Source: an optimization exercise on an open RTL-to-GDS flow (aim: small area and a short achievable clock period). Production flows keep margins and buffers that such runs may drop. Only simulation tests tie the RTL to the original design; equivalence was not proved. Power and IR drop assume default switching activity.

lane 2:
==> module PE, before the edit <==
module PE (
    input  wire         Clock,
    input  wire         rst_n,
    input  wire         data_clear,
    input  wire         en_b_shift_bottom,
    input  wire         en_shift_right,
    input  wire         en_shift_bottom,
    input  wire [3:0]   step,        
    input  wire         busy,        
    input  wire         valid,       
    input  wire [15:0]  b_in,
    input  wire [15:0]  a_in,
    input  wire [15:0]  ps_in,
    output wire [15:0]  a_shift_to_right,
    output wire [15:0]  b_shift_to_bottom,
    output wire [15:0]  partial_sum_to_bottom
);
    reg [15:0] a_reg;
    reg [15:0] b_reg;
    reg [15:0] acc;
    reg [15:0] ps_reg;
    always @(posedge Clock)
        if (en_shift_right) a_reg <= a_in;
    always @(posedge Clock)
        if (en_b_shift_bottom) b_reg <= b_in;
    assign a_shift_to_right  = a_reg;
    assign b_shift_to_bottom = b_reg;
    wire [4:0] bsel = ({5{step[0]}} & b_reg[15:11])
                    | ({5{step[1]}} & b_reg[11:7])
                    | ({5{step[2]}} & b_reg[7:3])
                    | ({5{step[3]}} & {b_reg[3:0], 1'b0});
    wire [5:0] dnext = {bsel[4] & ~(bsel[3] & bsel[2]),                                    
                        (bsel[4] & ~bsel[3] & ~bsel[2]) | (~bsel[4] & bsel[3] & bsel[2]),  
                        bsel[3] ^ bsel[2],                                                 
                        bsel[2] & ~(bsel[1] & bsel[0]),                                    
                        (bsel[2] & ~bsel[1] & ~bsel[0]) | (~bsel[2] & bsel[1] & bsel[0]),  
                        bsel[1] ^ bsel[0]};                                                
    reg  [5:0] dq;
    always @(posedge Clock or negedge rst_n) begin
        if (!rst_n)
            dq <= 6'd0;
        else if (data_clear)
            dq <= 6'd0;
        else
            dq <= dnext & {6{valid}};
    end
    wire one_l = dq[0], two_l = dq[1], neg_l = dq[2];
    wire one_h = dq[3], two_h = dq[4], neg_h = dq[5];
    reg  [2:0]  cq;
    wire [15:0] a2  = {a_reg[14:0], 1'b0};
    wire [15:0] rl  = (({16{one_l}} & a_reg) | ({16{two_l}} & a2)) ^ {16{neg_l}};
    wire [15:0] rh  = (({16{one_h}} & a_reg) | ({16{two_h}} & a2)) ^ {16{neg_h}};
    wire [15:0] r0  = {acc[11:0], 1'b0, neg_h, 1'b0, neg_l};
    wire [15:0] r2  = {rh[13:0], 2'b00};
    wire [15:0] s1  = r0 ^ rl ^ r2;
    wire [15:0] c1  = {(r0[14:0] & rl[14:0]) | (r0[14:0] & r2[14:0]) | (rl[14:0] & r2[14:0]), 1'b0};
    wire [4:0]  b0  = {1'b0, s1[3:0]}   + {1'b0, c1[3:0]};
    wire [4:0]  b1  = {1'b0, s1[7:4]}   + {1'b0, c1[7:4]};
    wire [4:0]  b2  = {1'b0, s1[11:8]} + {1'b0, c1[11:8]} + {4'b0000, cq[0]};
    wire [3:0]  b3  = s1[15:12] + c1[15:12] + {3'b000, cq[1]};
    wire [15:0] step_sum = {b3, b2[3:0], b1[3:0], b0[3:0]};
    wire [15:0] acc_inc = acc + {3'd0, cq[2], 3'd0, cq[1], 3'd0, cq[0], 4'd0};
    always @(posedge Clock or negedge rst_n) begin
        if (!rst_n) begin
            acc <= 16'd0;
            cq  <= 3'd0;
        end else if (data_clear) begin
            acc <= 16'd0;
            cq  <= 3'd0;
        end else if (busy) begin
            acc <= step_sum;
            cq  <= {b2[4], b1[4], b0[4]};
        end else begin
            acc <= acc_inc;
            cq  <= 3'd0;
        end
    end
    wire [15:0] ps_sum;
    assign ps_sum = ps_in + acc;
    always @(posedge Clock or negedge rst_n) begin
        if (!rst_n)
            ps_reg <= 16'd0;
        else if (data_clear)
            ps_reg <= 16'd0;
        else if (en_shift_bottom)
            ps_reg <= ps_sum;
    end
    assign partial_sum_to_bottom = ps_reg;
endmodule
==> module SystolicArray4x4, before the edit <==
module SystolicArray4x4 (
    input  wire         Clock,
    input  wire         rst_n,
    input  wire         data_clear,
    input  wire         en_b_shift_bottom,
    input  wire         en_shift_right,
    input  wire         en_shift_bottom,
    input  wire [63:0]  a_left_in_flat,
    input  wire [63:0]  b_top_in_flat,
    input  wire [63:0]  ps_top_in_flat,
    output wire [63:0]  ps_bottom_out_flat
);
    reg [3:0] nz_a;
    reg [3:0] nz_b;
    reg [3:0] step;
    reg       busy;
    wire [3:0] nz_a_next = data_clear ? 4'b0000 :
                           en_shift_right ? {nz_a[2:0], 1'b1} : nz_a;
    wire [3:0] nz_b_next = en_b_shift_bottom ? {nz_b[2:0], 1'b1} : nz_b;
    always @(posedge Clock or negedge rst_n) begin
        if (!rst_n) begin
            nz_a <= 4'b0000;
            nz_b <= 4'b0000;
        end else begin
            nz_a <= nz_a_next;
            nz_b <= nz_b_next;
        end
    end
    wire load = en_shift_right | en_b_shift_bottom;
    always @(posedge Clock or negedge rst_n) begin
        if (!rst_n) begin
            step <= 4'd0;
            busy <= 1'b0;
        end else if (load) begin
            step <= 4'b0001;
            busy <= 1'b0;
        end else begin
            step <= {step[2:0], 1'b0};
            busy <= |step;
        end
    end
    wire [15:0] a_wire  [0:3][0:3];
    wire [15:0] b_wire  [0:3][0:3];
    wire [15:0] ps_wire [0:3][0:3];
    genvar r, c;
    generate
        for (r = 0; r < 4; r = r + 1) begin : ROW_BLOCK
            for (c = 0; c < 4; c = c + 1) begin : COL_BLOCK
                wire [15:0] a_in  = (c == 0) ? a_left_in_flat[16*r +: 16] : a_wire[r][c-1];
                wire [15:0] b_in  = (r == 0) ? b_top_in_flat[16*c +: 16]  : b_wire[r-1][c];
                wire [15:0] ps_in = (r == 0) ? ps_top_in_flat[16*c +: 16] : ps_wire[r-1][c];
                PE u_pe (
                    .Clock                  (Clock),
                    .rst_n                  (rst_n),
                    .data_clear             (data_clear),
                    .en_b_shift_bottom      (en_b_shift_bottom),
                    .en_shift_right         (en_shift_right),
                    .en_shift_bottom        (en_shift_bottom),
                    .step                   (step),
                    .busy                   (busy),
                    .valid                  (nz_a[c] & nz_b[r]),
                    .b_in                   (b_in),
                    .a_in                   (a_in),
                    .ps_in                  (ps_in),
                    .a_shift_to_right       (a_wire[r][c]),
                    .b_shift_to_bottom      (b_wire[r][c]),
                    .partial_sum_to_bottom  (ps_wire[r][c])
                );
            end
        end
        for (c = 0; c < 4; c = c + 1) begin : OUT_MAP
            assign ps_bottom_out_flat[16*c +: 16] = ps_wire[3][c];
        end
    endgenerate
endmodule
clock: 5.8 ns
lec_check: 0
cap_margin: 20
core_margin: 2
core_utilization: 40
place_density: 0.6
setup_slack_margin: 3.0
slew_margin: 20
standard.sh (not shown) runs the stock make flow with config.mk's settings and CLKGATE_MAP_FILE= SYNTH_SCRIPT=/design/flow/synth_recipe.tcl, a recipe that flattens the netlist after the stock synthesis.
==> flow/flow/run.sh <==
#!/bin/bash
# Layout flow: the standard ORFS flow, with plain buffers (instead of
# delay cells) on the ports. Each step's full output goes to its own log here.
set -euo pipefail
bash standard.sh synth > flow_synth.log 2>&1
bash standard.sh 'BUFFER_PORTS_ARGS=-buffer_cell sky130_fd_sc_hd__buf_2' finish > flow_layout.log 2>&1
For lane 4, these inputs were changed with respect to lane 2:
--- a/flow/design.v
+++ b/flow/design.v
@@ -36,14 +36,8 @@
                         (bsel[2] & ~bsel[1] & ~bsel[0]) | (~bsel[2] & bsel[1] & bsel[0]),  
                         bsel[1] ^ bsel[0]};                                                
     reg  [5:0] dq;
-    always @(posedge Clock or negedge rst_n) begin
-        if (!rst_n)
-            dq <= 6'd0;
-        else if (data_clear)
-            dq <= 6'd0;
-        else
-            dq <= dnext & {6{valid}};
-    end
+    always @(posedge Clock)
+        dq <= dnext & {6{valid}};
     wire one_l = dq[0], two_l = dq[1], neg_l = dq[2];
     wire one_h = dq[3], two_h = dq[4], neg_h = dq[5];
     reg  [2:0]  cq;
@@ -121,6 +115,9 @@
         if (!rst_n) begin
             step <= 4'd0;
             busy <= 1'b0;
+        end else if (data_clear) begin
+            step <= 4'd0;
+            busy <= 1'b0;
         end else if (load) begin
             step <= 4'b0001;
             busy <= 1'b0;
==> comparison <==
- Lane 2: no failed stages, no open violations at the end
- Lane 4 ended with every stage complete and zero timing, DRC or antenna violations.
- Going from lane 2 to lane 4, global-route usage over all layers went down by 0.48 points; synthesized-area fraction occupied by adder cells went up 0.16 points; power share of the clock group up 0.8 points; height of the chip went down by about 0.5%.
- Post-synthesis sequential area ratio is higher on lane 2
- Where total power is concerned, lane 2 is outperformed by lane 4.
- In terms of final cycle utilization of the critical path, lane 2 and lane 4 differ only marginally.
- Number of buffers inserted to repair setup after CTS, lane 4 vs lane 2: down by more than half
- Routed wire length shrinks by a few percent when moving from lane 2 to lane 4.
- In the reports for lane 4 and lane 2, the smaller area after synthesis belongs to lane 4.
- Row cell area after placement: lane 4 lower / lane 2 higher
- Looking at fill cell instance count of the final layout, lane 4 sits above lane 2.
- Highest-delay cell along the critical path = edfxtp_1: lane 2; highest-delay cell along the critical path = fa_1: lane 4
- Lane 4 against lane 2: cell count lower; final cell utilization of the core -0.86 points.

static timing again, ports no longer ideal:
Ports are ideal in the flow. The routed layouts listed here were re-timed in OpenROAD. Step 1: set_driving_cell puts a clkbuf_16 on Clock and a buf_2 on each other input, an assumption about the parent block. Step 2 also shifts input and output timing later by t, the mid clock arrival at the registers, as if the neighbouring blocks saw the same clock. Three values: no drivers, after step 1, after step 2; two values: the first two.
run	shift t [ns]	setup WS [ns]	worst slew at a driven data input, ns
lane 2	0.875	3.003 / 3.003 / 2.262	0.10
lane 4	0.862	3.007 / 3.007 / 2.337	0.23
After both steps setup and hold are still met in every run listed. The setup slack of lane 2, which loses most, moves by 0.000 ns with the drivers and by -0.741 ns with both steps.
